This design comes from an exercise in tuning for a short achievable clock period and few clock cycles on the open sky130 flow, not from production work. In this exercise RTL edits were held to simulation tests only and were not proved equivalent to the original.

before:
==> flow/design.v <==
module ksadd16 (
    input  logic [15:0] a, b,
    input  logic        ci,
    output logic [15:0] s,
    output logic        co
);
    logic [15:0] g0, p0, g1, p1, g2, p2, g3, p3, g4, p4;
    logic [15:0] c;                 
    assign g0 = (a & b) | {15'd0, ci & (a[0] ^ b[0])};
    assign p0 = a ^ b;
    genvar i;
    generate
        for (i = 0; i < 16; i++) begin : lv
            if (i >= 1) begin
                assign g1[i] = g0[i] | (p0[i] & g0[i-1]);
                assign p1[i] = p0[i] & p0[i-1];
            end else begin
                assign g1[i] = g0[i];
                assign p1[i] = p0[i];
            end
            if (i >= 2) begin
                assign g2[i] = g1[i] | (p1[i] & g1[i-2]);
                assign p2[i] = p1[i] & p1[i-2];
            end else begin
                assign g2[i] = g1[i];
                assign p2[i] = p1[i];
            end
            if (i >= 4) begin
                assign g3[i] = g2[i] | (p2[i] & g2[i-4]);
                assign p3[i] = p2[i] & p2[i-4];
            end else begin
                assign g3[i] = g2[i];
                assign p3[i] = p2[i];
            end
            if (i >= 8) begin
                assign g4[i] = g3[i] | (p3[i] & g3[i-8]);
                assign p4[i] = p3[i] & p3[i-8];
            end else begin
                assign g4[i] = g3[i];
                assign p4[i] = p3[i];
            end
        end
    endgenerate
    assign c  = {g4[14:0], ci};
    assign s  = p0 ^ c;
    assign co = g4[15];
endmodule
module inc8 (
    input  logic [7:0] a,
    output logic [7:0] y
);
    genvar i;
    generate
        for (i = 0; i < 8; i++) begin : b
            if (i == 0) assign y[i] = ~a[0];
            else        assign y[i] = a[i] ^ (&a[i-1:0]);
        end
    endgenerate
endmodule
module NanoCPU (
    input  logic ck, rst,
    output logic [7:0]  address,
    input  logic [15:0] dataR,
    output logic [15:0] dataW,
    output logic ce, we,
    output logic halt
);
    logic [15:0] R [3:0];           
    logic [7:0]  AR;                
    logic [7:0]  PCn;               
    logic        dcyc;              
    logic        halted;
    logic        wr;                
    logic        ev;                
    logic        e_alu, e_rd;
    logic [1:0]  e_op;              
    logic [1:0]  edst;
    logic [15:0] A, B;
    logic [15:0] sum, diff, res;
    logic        c_add, c_sub, lt;
    ksadd16 u_add (.a(A), .b(B),  .ci(1'b0), .s(sum),  .co(c_add));
    ksadd16 u_sub (.a(A), .b(~B), .ci(1'b1), .s(diff), .co(c_sub));
    assign lt = ~c_sub;             
    always_comb begin
        case (e_op)
            2'd0:    res = A ^ B;
            2'd1:    res = diff;
            2'd2:    res = sum;
            default: res = {15'd0, lt};
        endcase
    end
    assign address = AR;
    assign dataW   = B;
    assign ce      = 1'b1;
    assign we      = wr;
    assign halt    = halted;
    logic [3:0] nzR;                
    logic [15:0] cdat [15:0];
    logic [3:0]  ctag [15:0];
    logic [15:0] cval;
    logic [15:0] NW;
    logic        hit;               
    logic        fetch;
    logic [15:0] W;
    logic [7:0]  FA, FA1, AR1, PCn1;
    inc8 u_inca (.a(AR),  .y(AR1));
    inc8 u_incp (.a(PCn), .y(PCn1));
    logic e_chk, mis;
    assign mis   = ev && e_chk && B == 16'd0;
    assign fetch = dcyc ? (hit && !(wr && AR == PCn)) : !mis;
    assign W     = dcyc ? NW : dataR;
    assign FA    = dcyc ? PCn : AR;
    assign FA1   = dcyc ? PCn1 : AR1;
    logic [15:0] nw_a, nw_p;
    logic        hv_a, hv_p;
    logic        lwr;               
    assign lwr  = !dcyc || wr;
    logic [15:0] cdat_r [15:0];
    logic [3:0]  ctag_r [15:0];
    logic [15:0] cval_r;
    genvar ri;
    generate
        for (ri = 0; ri < 16; ri++) begin : rot
            assign cdat_r[ri] = cdat[(ri + 1) % 16];
            assign ctag_r[ri] = ctag[(ri + 1) % 16];
            assign cval_r[ri] = cval[(ri + 1) % 16];
        end
    endgenerate
    assign nw_a = cdat_r[AR[3:0]];
    assign nw_p = cdat_r[PCn[3:0]];
    logic [15:0] m_a, m_p;
    generate
        for (ri = 0; ri < 16; ri++) begin : mt
            if (ri == 15) begin
                assign m_a[ri] = cval_r[ri] && ctag_r[ri] == AR1[7:4];
                assign m_p[ri] = cval_r[ri] && ctag_r[ri] == PCn1[7:4];
            end else begin
                assign m_a[ri] = cval_r[ri] && ctag_r[ri] == AR[7:4];
                assign m_p[ri] = cval_r[ri] && ctag_r[ri] == PCn[7:4];
            end
        end
    endgenerate
    assign hv_a = m_a[AR[3:0]];
    assign hv_p = m_p[PCn[3:0]] && !(lwr && AR[3:0] == PCn1[3:0]);
    logic [3:0] opc;
    logic f_rd, f_wr, f_alu, f_end;
    assign opc   = W[15:12];
    assign f_end = opc[3];
    assign f_rd  = opc == 4'd0;
    assign f_wr  = opc == 4'd1;
    assign f_alu = opc[3:2] == 2'b01;
    logic f_jmp, f_br, f_mem, cond;
    assign f_jmp = opc == 4'd2;
    assign f_br  = opc == 4'd3;
    assign f_mem = opc[3:1] == 3'd0;
    logic        e_wb, e_ld;
    assign e_wb = ev && e_alu && !dcyc;      
    assign e_ld = dcyc && e_rd;              
    logic        wbv, wsel;
    logic [1:0]  wdst;
    logic [15:0] WV, LV, wval;
    assign wval = wsel ? LV : WV;
    logic [15:0] rA, rB, opA, opB;
    assign rA  = (wbv && wdst == W[5:4]) ? wval : R[W[5:4]];
    assign rB  = (wbv && wdst == W[1:0]) ? wval : R[W[1:0]];
    assign opA = (e_wb && edst == W[5:4]) ? res : (e_ld && edst == W[5:4]) ? dataR : rA;
    assign opB = (e_wb && edst == W[1:0]) ? res : (e_ld && edst == W[1:0]) ? dataR : rB;
    logic wnz;                      
    assign wnz  = wval != 16'd0;
    logic e_ne;
    assign e_ne = A != B;
    assign cond = (e_wb && !e_op[1] && edst == W[1:0]) ? e_ne :
                  ((e_wb || e_ld) && edst == W[1:0]) ? 1'b1 : (wbv && wdst == W[1:0]) ? wnz : nzR[W[1:0]];
    always_ff @(posedge ck or posedge rst) begin
        if (rst) begin
            AR <= 8'd0; dcyc <= 1'b0; halted <= 1'b0; wr <= 1'b0; ev <= 1'b0;
            R[0] <= 16'd0; R[1] <= 16'd0; R[2] <= 16'd0; R[3] <= 16'd0;
            nzR <= 4'd0;
            cval <= 16'd0;
            wbv <= 1'b0;
        end else if (!halted) begin
            if (wbv) R[wdst] <= wval;
            wbv <= e_ld || e_wb;
            if (wbv) nzR[wdst] <= wnz;
            if (!dcyc) cval[AR[3:0]] <= 1'b1;
            if (fetch) begin
                ev   <= 1'b1;
                wr   <= f_wr;
                dcyc <= f_rd || f_wr;
                if (f_end) halted <= 1'b1;
                AR   <= (f_mem || f_jmp || (f_br && cond)) ? W[11:4] : FA1;
            end else begin
                ev   <= 1'b0;
                wr   <= 1'b0;
                dcyc <= 1'b0;
                AR   <= PCn;
            end
        end
    end
    always_ff @(posedge ck) begin
        PCn   <= FA1;
        NW    <= dcyc ? nw_p : nw_a;
        hit   <= dcyc ? hv_p : hv_a;
        e_alu <= f_alu;
        e_rd  <= f_rd;
        e_op  <= opc[1:0];
        e_chk <= f_br && ((e_wb && e_op[1]) || e_ld) && edst == W[1:0];
        edst  <= f_rd ? W[1:0] : W[9:8];
        A     <= opA;
        B     <= opB;
        wsel  <= dcyc;
        wdst  <= edst;
        WV    <= res;
        LV    <= dataR;
    end
    genvar gi;
    generate
        for (gi = 0; gi < 16; gi++) begin : line
            always_ff @(posedge ck) begin
                if (AR[3:0] == gi) begin
                    if (!dcyc) begin
                        cdat[gi] <= dataR;
                        ctag[gi] <= AR[7:4];
                    end else if (wr && ctag[gi] == AR[7:4]) begin
                        cdat[gi] <= B;
                    end
                end
            end
        end
    endgenerate
endmodule
==> flow/config.mk <==
export PLATFORM = sky130hd
export DESIGN_NAME = NanoCPU
export DESIGN_NICKNAME = NanoCPU
export VERILOG_FILES = /design/flow/design.v
export SDC_FILE = /design/flow/constraint.sdc
export NUM_CORES = 4
export LEC_CHECK = 0
export ABC_AREA = 1
export CAP_MARGIN = 20
export CORE_MARGIN = 2
export CORE_UTILIZATION = 40
export PLACE_DENSITY = 0.6
export SETUP_SLACK_MARGIN = 3.5
export SLEW_MARGIN = 20
==> flow/constraint.sdc <==
create_clock -name core_clock -period 5.5 [get_ports {ck}]
set_input_delay 1.1000 -clock core_clock [delete_from_list [all_inputs] [get_ports {ck}]]
set_output_delay 1.1000 -clock core_clock [all_outputs]
set_load 0.01 [all_outputs]
run.sh (not shown) runs the stock make flow with config.mk's settings and CLKGATE_MAP_FILE= SYNTH_SCRIPT=/design/flow/synth_recipe.tcl, a recipe that flattens the netlist after the stock synthesis.
before finished end to end and its layout was clean on timing, DRC and antenna.
Testbench counts of before, summed over its fixed seeds: cycles 41,031.
What after does differently from before at the input level:
-- flow/design.v --
<<< before, line 170
    logic e_ne;
    assign e_ne = A != B;
    assign cond = (e_wb && !e_op[1] && edst == W[1:0]) ? e_ne :
                  ((e_wb || e_ld) && edst == W[1:0]) ? 1'b1 : (wbv && wdst == W[1:0]) ? wnz : nzR[W[1:0]];
    always_ff @(posedge ck or posedge rst) begin
        if (rst) begin
>>> after, line 170
    logic e_ne;
    assign e_ne = A != B;
    logic [3:0] cf, pc;
    genvar ci;
    generate
        for (ci = 0; ci < 4; ci++) begin : cfl
            assign cf[ci] = ((e_wb || e_ld) && edst == ci) ? (e_wb && !e_op[1] ? e_ne : 1'b1) :
                            (wbv && wdst == ci) ? wnz : nzR[ci];
            assign pc[ci] = ((e_wb && e_op[1]) || e_ld) && edst == ci;
        end
    endgenerate
    assign cond = cf[W[1:0]];
    logic take_d, take_n, take;
    assign take_d = dataR[15:14] == 2'd0 && (dataR[13:12] != 2'd3 || cf[dataR[1:0]]);
    assign take_n = NW[15:14] == 2'd0    && (NW[13:12] != 2'd3    || cf[NW[1:0]]);
    assign take   = dcyc ? take_n : take_d;
    always_ff @(posedge ck or posedge rst) begin
        if (rst) begin
<<< before, line 189
                dcyc <= f_rd || f_wr;
                if (f_end) halted <= 1'b1;
                AR   <= (f_mem || f_jmp || (f_br && cond)) ? W[11:4] : FA1;
            end else begin
                ev   <= 1'b0;
>>> after, line 201
                dcyc <= f_rd || f_wr;
                if (f_end) halted <= 1'b1;
                AR   <= take ? W[11:4] : FA1;
            end else begin
                ev   <= 1'b0;
<<< before, line 205
        e_rd  <= f_rd;
        e_op  <= opc[1:0];
        e_chk <= f_br && ((e_wb && e_op[1]) || e_ld) && edst == W[1:0];
        edst  <= f_rd ? W[1:0] : W[9:8];
        A     <= opA;
>>> after, line 217
        e_rd  <= f_rd;
        e_op  <= opc[1:0];
        e_chk <= f_br && pc[W[1:0]];
        edst  <= f_rd ? W[1:0] : W[9:8];
        A     <= opA;
[summary]
Across before and after, the outcome is the same: a clean finish for every run.
Looking at cell count across before and after, the one that comes out lower is after.
Of before and after, the higher number of rows created at floorplan belongs to before.
In after, wire length on met1 is lower than in before.
Summary — number of antenna violations at the first check in global routing, after relative to before: lower, by 1.
Diff before -> after: count of input and output buffers was more or less identical; pin count of the biggest net entering global routing fell by about 60%.
Testbench counts of after, summed over its fixed seeds: cycles 41,031.

========
// NanoCPU: RTL as listed in full above, without the edits since
Settings: LEC_CHECK=0, ABC_CLOCK_PERIOD_IN_PS=1500, CAP_MARGIN=20, CORE_MARGIN=2, CORE_UTILIZATION=40, PLACE_DENSITY=0.6, SETUP_SLACK_MARGIN=3.5, SLEW_MARGIN=20; clock period 5.5 ns.
Testbench counts at the start, summed over its fixed seeds: cycles 41,031.
Change:
--- a/flow/design.v
+++ b/flow/design.v
@@ -126,24 +126,13 @@
             assign cval_r[ri] = cval[(ri + 1) % 16];
         end
     endgenerate
     assign nw_a = cdat_r[AR[3:0]];
     assign nw_p = cdat_r[PCn[3:0]];
-    logic [15:0] m_a, m_p;
-    generate
-        for (ri = 0; ri < 16; ri++) begin : mt
-            if (ri == 15) begin
-                assign m_a[ri] = cval_r[ri] && ctag_r[ri] == AR1[7:4];
-                assign m_p[ri] = cval_r[ri] && ctag_r[ri] == PCn1[7:4];
-            end else begin
-                assign m_a[ri] = cval_r[ri] && ctag_r[ri] == AR[7:4];
-                assign m_p[ri] = cval_r[ri] && ctag_r[ri] == PCn[7:4];
-            end
-        end
-    endgenerate
-    assign hv_a = m_a[AR[3:0]];
-    assign hv_p = m_p[PCn[3:0]] && !(lwr && AR[3:0] == PCn1[3:0]);
+    assign hv_a = cval_r[AR[3:0]]  && ((&AR[3:0])  ? ctag_r[AR[3:0]]  == AR1[7:4]  : ctag_r[AR[3:0]]  == AR[7:4]);
+    assign hv_p = cval_r[PCn[3:0]] && ((&PCn[3:0]) ? ctag_r[PCn[3:0]] == PCn1[7:4] : ctag_r[PCn[3:0]] == PCn[7:4])
+                  && !(lwr && AR[3:0] == PCn1[3:0]);
     logic [3:0] opc;
     logic f_rd, f_wr, f_alu, f_end;
     assign opc   = W[15:12];
     assign f_end = opc[3];
     assign f_rd  = opc == 4'd0;
@@ -165,14 +154,11 @@
     assign rB  = (wbv && wdst == W[1:0]) ? wval : R[W[1:0]];
     assign opA = (e_wb && edst == W[5:4]) ? res : (e_ld && edst == W[5:4]) ? dataR : rA;
     assign opB = (e_wb && edst == W[1:0]) ? res : (e_ld && edst == W[1:0]) ? dataR : rB;
     logic wnz;                      
     assign wnz  = wval != 16'd0;
-    logic e_ne;
-    assign e_ne = A != B;
-    assign cond = (e_wb && !e_op[1] && edst == W[1:0]) ? e_ne :
-                  ((e_wb || e_ld) && edst == W[1:0]) ? 1'b1 : (wbv && wdst == W[1:0]) ? wnz : nzR[W[1:0]];
+    assign cond = ((e_wb || e_ld) && edst == W[1:0]) ? 1'b1 : (wbv && wdst == W[1:0]) ? wnz : nzR[W[1:0]];
     always_ff @(posedge ck or posedge rst) begin
         if (rst) begin
             AR <= 8'd0; dcyc <= 1'b0; halted <= 1'b0; wr <= 1'b0; ev <= 1'b0;
             R[0] <= 16'd0; R[1] <= 16'd0; R[2] <= 16'd0; R[3] <= 16'd0;
             nzR <= 4'd0;
@@ -202,11 +188,11 @@
         NW    <= dcyc ? nw_p : nw_a;
         hit   <= dcyc ? hv_p : hv_a;
         e_alu <= f_alu;
         e_rd  <= f_rd;
         e_op  <= opc[1:0];
-        e_chk <= f_br && ((e_wb && e_op[1]) || e_ld) && edst == W[1:0];
+        e_chk <= f_br && (e_wb || e_ld) && edst == W[1:0];
         edst  <= f_rd ? W[1:0] : W[9:8];
         A     <= opA;
         B     <= opB;
         wsel  <= dcyc;
         wdst  <= edst;
Outcome: Global-route usage goes up by 0.37 points; sequential cell count does not change; die area is about the same; design area goes down by about 2.5%; count of clock-buffer cells in the layout goes up by 6; synthesized area barely changes; cell count goes down by about 0.5%; non-clock buffer count goes down by 19; worst setup slack gets worse by 60 ps; maximum frequency goes down by about 2.2%.
Testbench counts after the change, summed over its fixed seeds: cycles 41,659.

========
Another version of the RTL of NanoCPU (not shown whole).
For scale: roughly 480 flip-flops, roughly 45 I/O pins, ~25000 um2 of cells after synthesis.
==> module NanoCPU, before the edit <==
module NanoCPU (
    input  logic ck, rst,
    output logic [7:0]  address,
    input  logic [15:0] dataR,
    output logic [15:0] dataW,
    output logic ce, we,
    output logic halt
);
    logic [15:0] R [3:0];           
    logic [7:0]  AR;                
    logic [7:0]  PCn;               
    logic        dcyc;              
    logic        halted;
    logic        wr;                
    logic        ev;                
    logic        e_alu, e_rd;
    logic [1:0]  e_op;              
    logic [1:0]  edst;
    logic [15:0] A, B;
    logic [15:0] sum, diff, res;
    logic        c_add, c_sub, lt;
    ksadd16 u_add (.a(A), .b(B),  .ci(1'b0), .s(sum),  .co(c_add));
    ksadd16 u_sub (.a(A), .b(~B), .ci(1'b1), .s(diff), .co(c_sub));
    assign lt = ~c_sub;             
    always_comb begin
        case (e_op)
            2'd0:    res = A ^ B;
            2'd1:    res = diff;
            2'd2:    res = sum;
            default: res = {15'd0, lt};
        endcase
    end
    assign address = AR;
    assign dataW   = B;
    assign ce      = 1'b1;
    assign we      = wr;
    assign halt    = halted;
    logic [3:0] nzR;                
    logic [15:0] cdat [15:0];
    logic [3:0]  ctag [15:0];
    logic [15:0] cval;
    logic [15:0] NW;
    logic        hit;               
    logic        fetch;
    logic [15:0] W;
    logic [7:0]  FA, FA1, AR1, PCn1;
    inc8 u_inca (.a(AR),  .y(AR1));
    inc8 u_incp (.a(PCn), .y(PCn1));
    logic e_chk, mis;
    assign mis   = ev && e_chk && B == 16'd0;
    assign fetch = dcyc ? (hit && !(wr && AR == PCn)) : !mis;
    assign W     = dcyc ? NW : dataR;
    assign FA    = dcyc ? PCn : AR;
    assign FA1   = dcyc ? PCn1 : AR1;
    logic [15:0] nw_a, nw_p;
    logic        hv_a, hv_p;
    logic        lwr;               
    assign lwr  = !dcyc || wr;
    logic [15:0] cdat_r [15:0];
    logic [3:0]  ctag_r [15:0];
    logic [15:0] cval_r;
    genvar ri;
    generate
        for (ri = 0; ri < 16; ri++) begin : rot
            assign cdat_r[ri] = cdat[(ri + 1) % 16];
            assign ctag_r[ri] = ctag[(ri + 1) % 16];
            assign cval_r[ri] = cval[(ri + 1) % 16];
        end
    endgenerate
    logic [3:0] ta, tp;             
    assign ta   = (&AR[3:0])  ? AR1[7:4]  : AR[7:4];
    assign tp   = (&PCn[3:0]) ? PCn1[7:4] : PCn[7:4];
    assign nw_a = cdat_r[AR[3:0]];
    assign nw_p = cdat_r[PCn[3:0]];
    assign hv_a = cval_r[AR[3:0]]  && ctag_r[AR[3:0]]  == ta;
    assign hv_p = cval_r[PCn[3:0]] && ctag_r[PCn[3:0]] == tp && !(lwr && AR[3:0] == PCn1[3:0]);
    logic [3:0] opc;
    logic f_rd, f_wr, f_alu, f_end;
    assign opc   = W[15:12];
    assign f_end = opc[3];
    assign f_rd  = opc == 4'd0;
    assign f_wr  = opc == 4'd1;
    assign f_alu = opc[3:2] == 2'b01;
    logic f_jmp, f_br, f_mem, cond;
    assign f_jmp = opc == 4'd2;
    assign f_br  = opc == 4'd3;
    assign f_mem = opc[3:1] == 3'd0;
    logic        e_wb, e_ld;
    assign e_wb = ev && e_alu && !dcyc;      
    assign e_ld = dcyc && e_rd;              
    logic        wbv, wsel;
    logic [1:0]  wdst;
    logic [15:0] WV, LV, wval;
    assign wval = wsel ? LV : WV;
    logic [15:0] rA, rB, opA, opB;
    assign rA  = (wbv && wdst == W[5:4]) ? wval : R[W[5:4]];
    assign rB  = (wbv && wdst == W[1:0]) ? wval : R[W[1:0]];
    assign opA = (e_wb && edst == W[5:4]) ? res : (e_ld && edst == W[5:4]) ? dataR : rA;
    assign opB = (e_wb && edst == W[1:0]) ? res : (e_ld && edst == W[1:0]) ? dataR : rB;
    logic wnz;                      
    assign wnz  = wval != 16'd0;
    assign cond = ((e_wb || e_ld) && edst == W[1:0]) ? 1'b1 : (wbv && wdst == W[1:0]) ? wnz : nzR[W[1:0]];
    always_ff @(posedge ck or posedge rst) begin
        if (rst) begin
            AR <= 8'd0; dcyc <= 1'b0; halted <= 1'b0; wr <= 1'b0; ev <= 1'b0;
            R[0] <= 16'd0; R[1] <= 16'd0; R[2] <= 16'd0; R[3] <= 16'd0;
            nzR <= 4'd0;
            cval <= 16'd0;
            wbv <= 1'b0;
        end else if (!halted) begin
            if (wbv) R[wdst] <= wval;
            wbv <= e_ld || e_wb;
            if (wbv) nzR[wdst] <= wnz;
            if (!dcyc) cval[AR[3:0]] <= 1'b1;
            if (fetch) begin
                ev   <= 1'b1;
                wr   <= f_wr;
                dcyc <= f_rd || f_wr;
                if (f_end) halted <= 1'b1;
                AR   <= (f_mem || f_jmp || (f_br && cond)) ? W[11:4] : FA1;
            end else begin
                ev   <= 1'b0;
                wr   <= 1'b0;
                dcyc <= 1'b0;
                AR   <= PCn;
            end
        end
    end
    always_ff @(posedge ck) begin
        PCn   <= FA1;
        NW    <= dcyc ? nw_p : nw_a;
        hit   <= dcyc ? hv_p : hv_a;
        e_alu <= f_alu;
        e_rd  <= f_rd;
        e_op  <= opc[1:0];
        e_chk <= f_br && (e_wb || e_ld) && edst == W[1:0];
        edst  <= f_rd ? W[1:0] : W[9:8];
        A     <= opA;
        B     <= opB;
        wsel  <= dcyc;
        wdst  <= edst;
        WV    <= res;
        LV    <= dataR;
    end
    genvar gi;
    generate
        for (gi = 0; gi < 16; gi++) begin : line
            always_ff @(posedge ck) begin
                if (AR[3:0] == gi) begin
                    if (!dcyc) begin
                        cdat[gi] <= dataR;
                        ctag[gi] <= AR[7:4];
                    end else if (wr && ctag[gi] == AR[7:4]) begin
                        cdat[gi] <= B;
                    end
                end
            end
        end
    endgenerate
endmodule
clock: 5.5 ns
lec_check: 0
abc_clock_period_in_ps: 1500
cap_margin: 20
core_margin: 2
core_utilization: 40
place_density: 0.6
setup_slack_margin: 3.5
slew_margin: 20
The baseline finished clean.
Testbench counts at the start, summed over its fixed seeds: cycles 41,659.
Rerun with:
--- a/flow/design.v
+++ b/flow/design.v
@@ -126,13 +126,22 @@
             assign cval_r[ri] = cval[(ri + 1) % 16];
         end
     endgenerate
-    logic [3:0] ta, tp;             
-    assign ta   = (&AR[3:0])  ? AR1[7:4]  : AR[7:4];
-    assign tp   = (&PCn[3:0]) ? PCn1[7:4] : PCn[7:4];
     assign nw_a = cdat_r[AR[3:0]];
     assign nw_p = cdat_r[PCn[3:0]];
-    assign hv_a = cval_r[AR[3:0]]  && ctag_r[AR[3:0]]  == ta;
-    assign hv_p = cval_r[PCn[3:0]] && ctag_r[PCn[3:0]] == tp && !(lwr && AR[3:0] == PCn1[3:0]);
+    logic [15:0] m_a, m_p;
+    generate
+        for (ri = 0; ri < 16; ri++) begin : mt
+            if (ri == 15) begin
+                assign m_a[ri] = cval_r[ri] && ctag_r[ri] == AR1[7:4];
+                assign m_p[ri] = cval_r[ri] && ctag_r[ri] == PCn1[7:4];
+            end else begin
+                assign m_a[ri] = cval_r[ri] && ctag_r[ri] == AR[7:4];
+                assign m_p[ri] = cval_r[ri] && ctag_r[ri] == PCn[7:4];
+            end
+        end
+    endgenerate
+    assign hv_a = m_a[AR[3:0]];
+    assign hv_p = m_p[PCn[3:0]] && !(lwr && AR[3:0] == PCn1[3:0]);
     logic [3:0] opc;
     logic f_rd, f_wr, f_alu, f_end;
     assign opc   = W[15:12];
After rerunning:
- register-to-register slack degrades by 30 ps
- first-iteration DRC count goes up by 3.7%
- sequential share of layout area decreases by 1.5 points
- clock-buffer cell count came out lower by 4
- setup slack loses 34 ps
- cell count increases by 6.1%
- design area increases by 4.0%
- area after synthesis decreases by 0.69%
- hold slack is worse by 13 ps
- fmax drops by 1.3%
Testbench counts after the change, summed over its fixed seeds: cycles 41,659.

[port drivers added, routing unchanged]
Ports are ideal in the flow. The routed layouts listed here were re-timed in OpenROAD. Step 1 (the two cells are an assumption about what drives the block):
set clk [get_ports {ck}]
set_driving_cell -lib_cell sky130_fd_sc_hd__clkbuf_16 $clk
set_driving_cell -lib_cell sky130_fd_sc_hd__buf_2 [delete_from_list [all_inputs] $clk]
Step 2, shift: input delay + t, output delay - t, t = (earliest + latest rising clock arrival at the registers) / 2. This alone moves slack from input paths to output paths. Three values: ideal ports, drivers, drivers and shift; two values: the first two.
run	t (ns)	slack for setup (ns)	worst setup path at the end	worst slew at a driven data input, ns
before	0.702	2.988 / 2.922 / 2.557	input to register	0.06
after	0.704	2.901 / 2.901 / 2.572	input to register	0.07
the first run of note 2	0.684	2.804 / 2.804 / 2.387	input to register	0.07
the second run of note 2	0.682	2.744 / 2.744 / 2.311	input to register	0.05
the first run of note 3	0.678	2.923 / 2.884 / 2.297	input to register	0.04
the second run of note 3	0.687	2.890 / 2.890 / 2.289	input to register	0.06
After both steps every run listed still meets setup and hold. The setup slack of the first run of note 3, which loses most, moves by -0.039 ns with the drivers and by -0.626 ns with both steps.
